Source: an optimization exercise on an open RTL-to-GDS flow (aim: small area, a short achievable clock period and few clock cycles per item). Production flows keep margins and buffers that such runs may drop. Where RTL was checked, it was by simulation tests only, not by an equivalence proof against the original. Power is estimated from default activity; no workload was simulated.

==> flow/design.v <==
module master_dma (
    input  wire        clk,
    input  wire        reset,
    input  wire        trigger,
    input  wire [4:0]  length,
    input  wire [31:0] source_address,
    input  wire [31:0] destination_address,
    output wire        done,
    output wire [31:0] ARADDR,
    output wire        ARVALID,
    input  wire        ARREADY,
    input  wire [31:0] RDATA,
    input  wire        RVALID,
    output wire        RREADY,
    output wire [31:0] AWADDR,
    output wire        AWVALID,
    input  wire        AWREADY,
    output wire [31:0] WDATA,
    output wire        WVALID,
    input  wire        WREADY,
    input  wire        BVALID,
    output wire        BREADY
);
wire [2:0] words = length[4:2];
reg       started;      
reg       done_r;       
reg       b_is_last;    
reg [2:0] b_count;      
wire active = started | trigger;
addr_channel u_ar (.clk(clk), .reset(reset), .base(source_address), .words(words),
                   .active(active), .started(started), .ready(ARREADY),
                   .valid(ARVALID), .addr(ARADDR));
addr_channel u_aw (.clk(clk), .reset(reset), .base(destination_address), .words(words),
                   .active(active), .started(started), .ready(AWREADY),
                   .valid(AWVALID), .addr(AWADDR));
assign WVALID = RVALID & started;
assign WDATA  = RDATA;
assign RREADY = WREADY;
assign BREADY = 1'b1;
wire b_last = BVALID & b_is_last;
assign done = done_r | b_last;
wire [2:0] b_count_next = b_count + {2'd0, BVALID};
always @(posedge clk) begin
    if (reset) begin
        started   <= 1'b0;
        done_r    <= 1'b0;
        b_count   <= 3'd0;
    end else begin
        if (trigger)
            started <= 1'b1;
        if (b_last)
            done_r <= 1'b1;
        b_count   <= b_count_next;
    end
end
always @(posedge clk)
    b_is_last <= (b_count_next + 3'd1 == words);
endmodule
module addr_channel (
    input  wire        clk,
    input  wire        reset,
    input  wire [31:0] base,
    input  wire [2:0]  words,
    input  wire        active,
    input  wire        started,
    input  wire        ready,
    output wire        valid,
    output wire [31:0] addr
);
localparam GROUP = 4;                   
localparam NG = (27 + GROUP - 1) / GROUP;
reg           left;                     
reg  [2:0]    low;                      
reg  [NG-1:0] gcarry;                   
assign valid = left & active;
wire   accept = valid & ready;
assign addr[1:0] = base[1:0];
assign addr[4:2] = started ? low : base[4:2];
wire [2:0] low_next = addr[4:2] + {2'd0, accept};
wire [2:0] low_end  = base[4:2] + words;
wire       carry_next = gcarry[0] | (accept & (&addr[4:2]));
genvar k, g;
generate
    for (k = 5; k < 32; k = k + 1) begin : g_inc
        if ((k - 5) % GROUP == 0) begin : g_first
            assign addr[k] = base[k] ^ gcarry[(k - 5) / GROUP];
        end else begin : g_rest
            assign addr[k] = base[k] ^ (gcarry[(k - 5) / GROUP] & (&base[k-1:5 + GROUP * ((k - 5) / GROUP)]));
        end
    end
    for (g = 0; g < NG; g = g + 1) begin : g_carry
        wire next;
        if (g == 0) begin : g_low
            assign next = carry_next;
        end else begin : g_high
            assign next = carry_next & (&base[5 + GROUP * g - 1:5]);
        end
        always @(posedge clk) begin
            if (reset)
                gcarry[g] <= 1'b0;
            else
                gcarry[g] <= next;
        end
    end
endgenerate
always @(posedge clk)
    low <= low_next;
always @(posedge clk) begin
    if (reset)
        left <= 1'b1;
    else if (accept && low_next == low_end)
        left <= 1'b0;
end
endmodule
module dma_top (
    input  wire        clk,
    input  wire        reset,
    input  wire        trigger,
    input  wire [4:0]  length,
    input  wire [31:0] source_address,
    input  wire [31:0] destination_address,
    output wire        done,
    output wire [31:0] ARADDR,
    output wire        ARVALID,
    input  wire        ARREADY,
    input  wire [31:0] RDATA,
    input  wire        RVALID,
    output wire        RREADY,
    output wire [31:0] AWADDR,
    output wire        AWVALID,
    input  wire        AWREADY,
    output wire [31:0] WDATA,
    output wire        WVALID,
    input  wire        WREADY,
    input  wire        BVALID,
    output wire        BREADY
);
master_dma u_dma (
    .clk(clk),
    .reset(reset),
    .trigger(trigger),
    .length(length),
    .source_address(source_address),
    .destination_address(destination_address),
    .done(done),
    .ARADDR(ARADDR),
    .ARVALID(ARVALID),
    .ARREADY(ARREADY),
    .RDATA(RDATA),
    .RVALID(RVALID),
    .RREADY(RREADY),
    .AWADDR(AWADDR),
    .AWVALID(AWVALID),
    .AWREADY(AWREADY),
    .WDATA(WDATA),
    .WVALID(WVALID),
    .WREADY(WREADY),
    .BVALID(BVALID),
    .BREADY(BREADY)
);
endmodule
clock: 3.5 ns
lec_check: 0
cap_margin: 20
core_margin: 2
core_utilization: 45
setup_slack_margin: 1.3
slew_margin: 20
standard.sh (not shown) runs the stock make flow with config.mk's settings and CLKGATE_MAP_FILE= SYNTH_SCRIPT=/design/flow/synth_recipe.tcl, a recipe that flattens the netlist after the stock synthesis.
==> flow/flow/run.sh <==
#!/bin/bash
# ORFS layout with two changes from the standard one:
#  - synthesis maps the logic with a plain delay-oriented ABC script (no
#    full/half-adder extraction, no ABC buffering or resizing); everything else
#    in synthesis, including the registers, is the standard synthesis;
#  - the port buffers are the smallest buffer cell.
set -euo pipefail
here=$(pwd)
rm -rf "$here/scripts_abc"
cp -r "$FLOW_HOME/scripts" "$here/scripts_abc"
printf '&get -n\n&st\n&dch\n&nf -p\n&put\n' > "$here/scripts_abc/abc_speed.script"
bash standard.sh "SCRIPTS_DIR=$here/scripts_abc" 'ADDER_MAP_FILE=' synth > synth.log 2>&1
bash standard.sh 'BUFFER_PORTS_ARGS=-buffer_cell sky130_fd_sc_hd__buf_1' 'SETUP_MOVE_SEQUENCE=unbuffer,sizeup,swap' finish > layout.log 2>&1
Testbench counts at the start, summed over its fixed seeds: cycles 29,253, words 9,566.
Next try:
--- a/flow/design.v
+++ b/flow/design.v
@@ -24,7 +24,5 @@
 wire [2:0] words = length[4:2];
 reg       started;      
-reg       done_r;       
-reg       b_is_last;    
-reg [2:0] b_count;      
+reg [2:0] b_left;       
 wire active = started | trigger;
 addr_channel u_ar (.clk(clk), .reset(reset), .base(source_address), .words(words),
@@ -38,22 +36,13 @@
 assign RREADY = WREADY;
 assign BREADY = 1'b1;
-wire b_last = BVALID & b_is_last;
-assign done = done_r | b_last;
-wire [2:0] b_count_next = b_count + {2'd0, BVALID};
+assign done = (started & (b_left == 3'd0)) | (BVALID & (b_left == 3'd1));
 always @(posedge clk) begin
-    if (reset) begin
-        started   <= 1'b0;
-        done_r    <= 1'b0;
-        b_count   <= 3'd0;
-    end else begin
-        if (trigger)
-            started <= 1'b1;
-        if (b_last)
-            done_r <= 1'b1;
-        b_count   <= b_count_next;
-    end
+    if (reset)
+        started <= 1'b0;
+    else if (trigger)
+        started <= 1'b1;
 end
 always @(posedge clk)
-    b_is_last <= (b_count_next + 3'd1 == words);
+    b_left <= started ? b_left - {2'd0, BVALID} : words;
 endmodule
 module addr_channel (
What happened:
- final area drops by about 2%
- first-iteration DRC count drops by 11%
- setup slack degrades by 0.0090 ns
- final cell count drops by 1.2%
- combinational power drops by about 2%
- sequential share of layout area drops by 1.2 points
- count of clock-buffer cells in the layout climbs by 1
- total power stays flat
- clock power climbs by 16%
Testbench counts after the change, summed over its fixed seeds: cycles 29,253, words 9,566.

---

// dma_top: RTL as listed in full above, without the edits since
==> flow/config.mk <==
export PLATFORM = sky130hd
export DESIGN_NAME = dma_top
export DESIGN_NICKNAME = dma_top
export VERILOG_FILES = /design/flow/design.v
export SDC_FILE = /design/flow/constraint.sdc
export NUM_CORES = 4
export LEC_CHECK = 0
export CAP_MARGIN = 20
export CORE_MARGIN = 2
export CORE_UTILIZATION = 45
export SLEW_MARGIN = 20
==> flow/constraint.sdc <==
create_clock -name core_clock -period 3.5 [get_ports {clk}]
set_input_delay 0.7000 -clock core_clock [delete_from_list [all_inputs] [get_ports {clk}]]
set_output_delay 0.7000 -clock core_clock [all_outputs]
set_load 0.01 [all_outputs]
==> flow/flow/run.sh <==
#!/bin/bash
# ORFS layout with two changes from the standard one:
#  - synthesis maps the logic with a plain delay-oriented ABC script (no
#    full/half-adder extraction, no ABC buffering or resizing); everything else
#    in synthesis, including the registers, is the standard synthesis;
#  - the port buffers are the smallest buffer cell.
set -euo pipefail
here=$(pwd)
rm -rf "$here/scripts_abc"
cp -r "$FLOW_HOME/scripts" "$here/scripts_abc"
printf '&get -n\n&st\n&dch\n&nf -p\n&put\n' > "$here/scripts_abc/abc_speed.script"
bash standard.sh "SCRIPTS_DIR=$here/scripts_abc" 'ADDER_MAP_FILE=' synth > synth.log 2>&1
bash standard.sh 'BUFFER_PORTS_ARGS=-buffer_cell sky130_fd_sc_hd__buf_1' finish > layout.log 2>&1
Testbench counts at the start, summed over its fixed seeds: cycles 29,253, words 9,566.
Then changed:
--- a/flow/design.v
+++ b/flow/design.v
@@ -66,9 +66,9 @@
     input  wire        ready,
     output wire        valid,
     output wire [31:0] addr
 );
-localparam GROUP = 4;                   
+localparam GROUP = 3;                   
 localparam NG = (27 + GROUP - 1) / GROUP;
 reg           left;                     
 reg  [2:0]    low;                      
 reg  [NG-1:0] gcarry;                   
=>
- power rises by a quarter to a third
- combinational power barely changes
- clock skew rises by 0.0034 ns
- wire length rises by a few percent
- non-clock buffer count is unchanged
- via count rises by a few percent
- global-route usage rises by 0.84 points
- critical path depth rises by 3
- setup slack got worse by 0.14 ns
- clock power rises by well over a third
- count of clock-buffer cells in the layout rises by 3
- sequential share of layout area rises by 1.6 points
- die area rises by a few percent
- final area rises by a few percent
No functional check of the RTL was part of the second run of this note.

---

## the baseline
// dma_top: RTL as listed in full above, without the edits since
==> flow/config.mk <==
export PLATFORM = sky130hd
export DESIGN_NAME = dma_top
export DESIGN_NICKNAME = dma_top
export VERILOG_FILES = /design/flow/design.v
export SDC_FILE = /design/flow/constraint.sdc
export NUM_CORES = 4
export LEC_CHECK = 0
export CAP_MARGIN = 20
export CORE_MARGIN = 2
export CORE_UTILIZATION = 45
export SETUP_SLACK_MARGIN = 1.3
export SLEW_MARGIN = 20
==> flow/constraint.sdc <==
create_clock -name core_clock -period 3.5 [get_ports {clk}]
set_input_delay 0.7000 -clock core_clock [delete_from_list [all_inputs] [get_ports {clk}]]
set_output_delay 0.7000 -clock core_clock [all_outputs]
set_load 0.01 [all_outputs]
Scripts as last shown in full above: flow/flow/run.sh
Having completed the whole flow, the baseline delivered a layout that passed the timing, DRC and antenna checks.
Testbench counts of the baseline, summed over its fixed seeds: cycles 29,253, words 9,566.
Relative to the baseline, the following input files were edited for the candidate:
--- a/flow/design.v
+++ b/flow/design.v
@@ -65,11 +65,11 @@
     input  wire        started,
     input  wire        ready,
     output wire        valid,
     output wire [31:0] addr
 );
-localparam GROUP = 4;                   
+localparam GROUP = 9;                   
 localparam NG = (27 + GROUP - 1) / GROUP;
 reg           left;                     
 reg  [2:0]    low;                      
 reg  [NG-1:0] gcarry;                   
 assign valid = left & active;
- In the final reports, the cell area of the candidate is larger than that of the baseline.
- Number of DRC violations after detailed-routing iteration 0, the candidate vs the baseline: up by more than half
- The final reports for the candidate and the baseline show internal power consumption lower in the former.
- Critical path required time: the baseline vs the candidate — no meaningful difference
- The candidate ended up with a higher proportion of cell area occupied by multi-input gates than the baseline did.
- Vias: the candidate above the baseline
The RTL of the candidate was laid out without a check of its function.

---

## the reference run
dma_top, a different RTL version from the one above (not shown whole).
Size: ~300 cells after synthesis, about 210 I/O pins, about 0.0023 sq mm of cells after synthesis.
==> module master_dma, before the edit <==
module master_dma (
    input  wire        clk,
    input  wire        reset,
    input  wire        trigger,
    input  wire [4:0]  length,
    input  wire [31:0] source_address,
    input  wire [31:0] destination_address,
    output wire        done,
    output wire [31:0] ARADDR,
    output wire        ARVALID,
    input  wire        ARREADY,
    input  wire [31:0] RDATA,
    input  wire        RVALID,
    output wire        RREADY,
    output wire [31:0] AWADDR,
    output wire        AWVALID,
    input  wire        AWREADY,
    output wire [31:0] WDATA,
    output wire        WVALID,
    input  wire        WREADY,
    input  wire        BVALID,
    output wire        BREADY
);
wire [2:0] words = length[4:2];
reg       started;      
reg       done_r;       
reg       ar_left;      
reg       aw_left;      
reg       b_is_last;    
reg [2:0] ar_count;     
reg [2:0] aw_count;     
reg [2:0] b_count;      
assign ARVALID = ar_left & (started | trigger);
assign AWVALID = aw_left & (started | trigger);
wire ar_accept = ARVALID & ARREADY;
wire aw_accept = AWVALID & AWREADY;
addr_offset u_araddr (.clk(clk), .reset(reset), .base(source_address), .count(ar_count),
                      .accept(ar_accept), .addr(ARADDR));
addr_offset u_awaddr (.clk(clk), .reset(reset), .base(destination_address), .count(aw_count),
                      .accept(aw_accept), .addr(AWADDR));
assign WVALID = RVALID & started;
assign WDATA  = RDATA;
assign RREADY = WREADY;
assign BREADY = 1'b1;
wire b_last = BVALID & b_is_last;
assign done = done_r | b_last;
wire [2:0] b_count_next = b_count + {2'd0, BVALID};
always @(posedge clk) begin
    if (reset) begin
        started   <= 1'b0;
        done_r    <= 1'b0;
        ar_left   <= 1'b1;
        aw_left   <= 1'b1;
        b_is_last <= 1'b0;
        ar_count  <= 3'd0;
        aw_count  <= 3'd0;
        b_count   <= 3'd0;
    end else begin
        if (trigger)
            started <= 1'b1;
        if (b_last)
            done_r <= 1'b1;
        if (ar_accept) begin
            ar_count <= ar_count + 3'd1;
            if (ar_count + 3'd1 == words)
                ar_left <= 1'b0;
        end
        if (aw_accept) begin
            aw_count <= aw_count + 3'd1;
            if (aw_count + 3'd1 == words)
                aw_left <= 1'b0;
        end
        b_count   <= b_count_next;
        b_is_last <= (b_count_next + 3'd1 == words);
    end
end
endmodule
export LEC_CHECK = 0
export CAP_MARGIN = 20
export CORE_MARGIN = 2
export CORE_UTILIZATION = 45
export SLEW_MARGIN = 20
create_clock -name core_clock -period 3.5 [get_ports {clk}]
==> flow/flow/run.sh <==
#!/bin/bash
# Standard ORFS layout, with the port buffers made from the smallest buffer
# cell and the adders left to ABC (no full/half-adder cell extraction).
set -euo pipefail
bash standard.sh 'BUFFER_PORTS_ARGS=-buffer_cell sky130_fd_sc_hd__buf_1' 'ADDER_MAP_FILE=' finish > orfs_make.log 2>&1
Modified inputs, the trial run compared to the reference run
diff --git a/flow/design.v b/flow/design.v
--- a/flow/design.v
+++ b/flow/design.v
@@ -21,60 +21,46 @@
     input  wire        BVALID,
     output wire        BREADY
 );
 wire [2:0] words = length[4:2];
 reg       started;      
 reg       done_r;       
-reg       ar_left;      
-reg       aw_left;      
-reg       b_is_last;    
 reg [2:0] ar_count;     
 reg [2:0] aw_count;     
 reg [2:0] b_count;      
-assign ARVALID = ar_left & (started | trigger);
-assign AWVALID = aw_left & (started | trigger);
-wire ar_accept = ARVALID & ARREADY;
-wire aw_accept = AWVALID & AWREADY;
+wire active = started ? ~done_r : trigger;
+assign ARVALID = active & (ar_count != words);
+assign AWVALID = active & (aw_count != words);
 addr_offset u_araddr (.clk(clk), .reset(reset), .base(source_address), .count(ar_count),
-                      .accept(ar_accept), .addr(ARADDR));
+                      .accept(ARVALID & ARREADY), .addr(ARADDR));
 addr_offset u_awaddr (.clk(clk), .reset(reset), .base(destination_address), .count(aw_count),
-                      .accept(aw_accept), .addr(AWADDR));
+                      .accept(AWVALID & AWREADY), .addr(AWADDR));
 assign WVALID = RVALID & started;
 assign WDATA  = RDATA;
 assign RREADY = WREADY;
 assign BREADY = 1'b1;
-wire b_last = BVALID & b_is_last;
+wire b_last = BVALID & started & (b_count + 3'd1 == words);
 assign done = done_r | b_last;
-wire [2:0] b_count_next = b_count + {2'd0, BVALID};
 always @(posedge clk) begin
     if (reset) begin
-        started   <= 1'b0;
-        done_r    <= 1'b0;
-        ar_left   <= 1'b1;
-        aw_left   <= 1'b1;
-        b_is_last <= 1'b0;
-        ar_count  <= 3'd0;
-        aw_count  <= 3'd0;
-        b_count   <= 3'd0;
+        started  <= 1'b0;
+        done_r   <= 1'b0;
+        ar_count <= 3'd0;
+        aw_count <= 3'd0;
+        b_count  <= 3'd0;
     end else begin
         if (trigger)
             started <= 1'b1;
         if (b_last)
             done_r <= 1'b1;
-        if (ar_accept) begin
+        if (ARVALID && ARREADY)
             ar_count <= ar_count + 3'd1;
-            if (ar_count + 3'd1 == words)
-                ar_left <= 1'b0;
-        end
-        if (aw_accept) begin
+        if (AWVALID && AWREADY)
             aw_count <= aw_count + 3'd1;
-            if (aw_count + 3'd1 == words)
-                aw_left <= 1'b0;
-        end
-        b_count   <= b_count_next;
-        b_is_last <= (b_count_next + 3'd1 == words);
+        if (BVALID && started)
+            b_count <= b_count + 3'd1;
     end
 end
 endmodule
 module addr_offset (
     input  wire        clk,
     input  wire        reset,
Notes after the runs:
The reference run has higher total number of placement rows than the trial run. Against the reference run, the trial run reports a maximum operating frequency that is higher. Row worst setup slack: the trial run higher / the reference run lower. The trial run vs the reference run, launching element of the worst setup path: length[3] vs source_address[2]. From the reference run to the trial run the numbers moved as follows: worst setup slack before clock tree synthesis went up; total detailed-routing wirelength went down; ratio of final minimum period to clock period went down by 1.3 points; post-synthesis share of cell area spent on xor and xnor gates went up by 0.54 points; die area now smaller. Summary of the trial run over the reference run: well tap count fell 23%, ratio of total power to cell area fell 7.9%, worst hold slack rose 0.029 ns, buffer share of cell area rose 1.3 points.
No functional check of the RTL was part of any run of this note.

==> re-timing with driven ports <==
Ports are ideal in the flow. The routed layouts listed here were re-timed in OpenROAD. Step 1 assumes that a clkbuf_16 drives the clock port and a buf_2 every other input. Step 2, shift: input delay + t, output delay - t, t = (earliest + latest rising clock arrival at the registers) / 2. This alone moves slack from input paths to output paths. Slacks: ideal / step 1 / step 2; pairs: ideal / step 1.
run	t, ns	setup WS [ns]	worst hold slack (ns)	clock arrival spread, ns	pins driven straight from the clock port
the first run of note 1	0.289	1.384 / 1.349 / 1.193	0.487 / 0.487 / 0.487	0.002 / 0.002	1
the second run of note 1	0.291	1.375 / 1.343 / 1.171	0.478 / 0.478 / 0.478	0.002 / 0.003	1
the first run of note 2	0.289	1.128 / 1.105 / 1.100	0.488 / 0.488 / 0.488	0.001 / 0.002	1
the second run of note 2	0.303	0.983 / 0.983 / 0.822	0.476 / 0.476 / 0.476	0.005 / 0.005	1
the baseline	0.289	1.383 / 1.349 / 1.194	0.487 / 0.487 / 0.487	0.002 / 0.002	1
the candidate	0.277	1.113 / 1.050 / 1.050	0.486 / 0.486 / 0.486	0.003 / 0.003	1
the reference run	0.286	1.067 / 1.046 / 1.046	0.511 / 0.511 / 0.511	0.003 / 0.002	1
the trial run	0.280	1.111 / 1.091 / 1.091	0.540 / 0.540 / 0.540	0.003 / 0.003	1
After both steps every run listed still meets setup and hold. The setup slack of the second run of note 1, which loses most, moves by -0.032 ns with the drivers and by -0.204 ns with both steps.
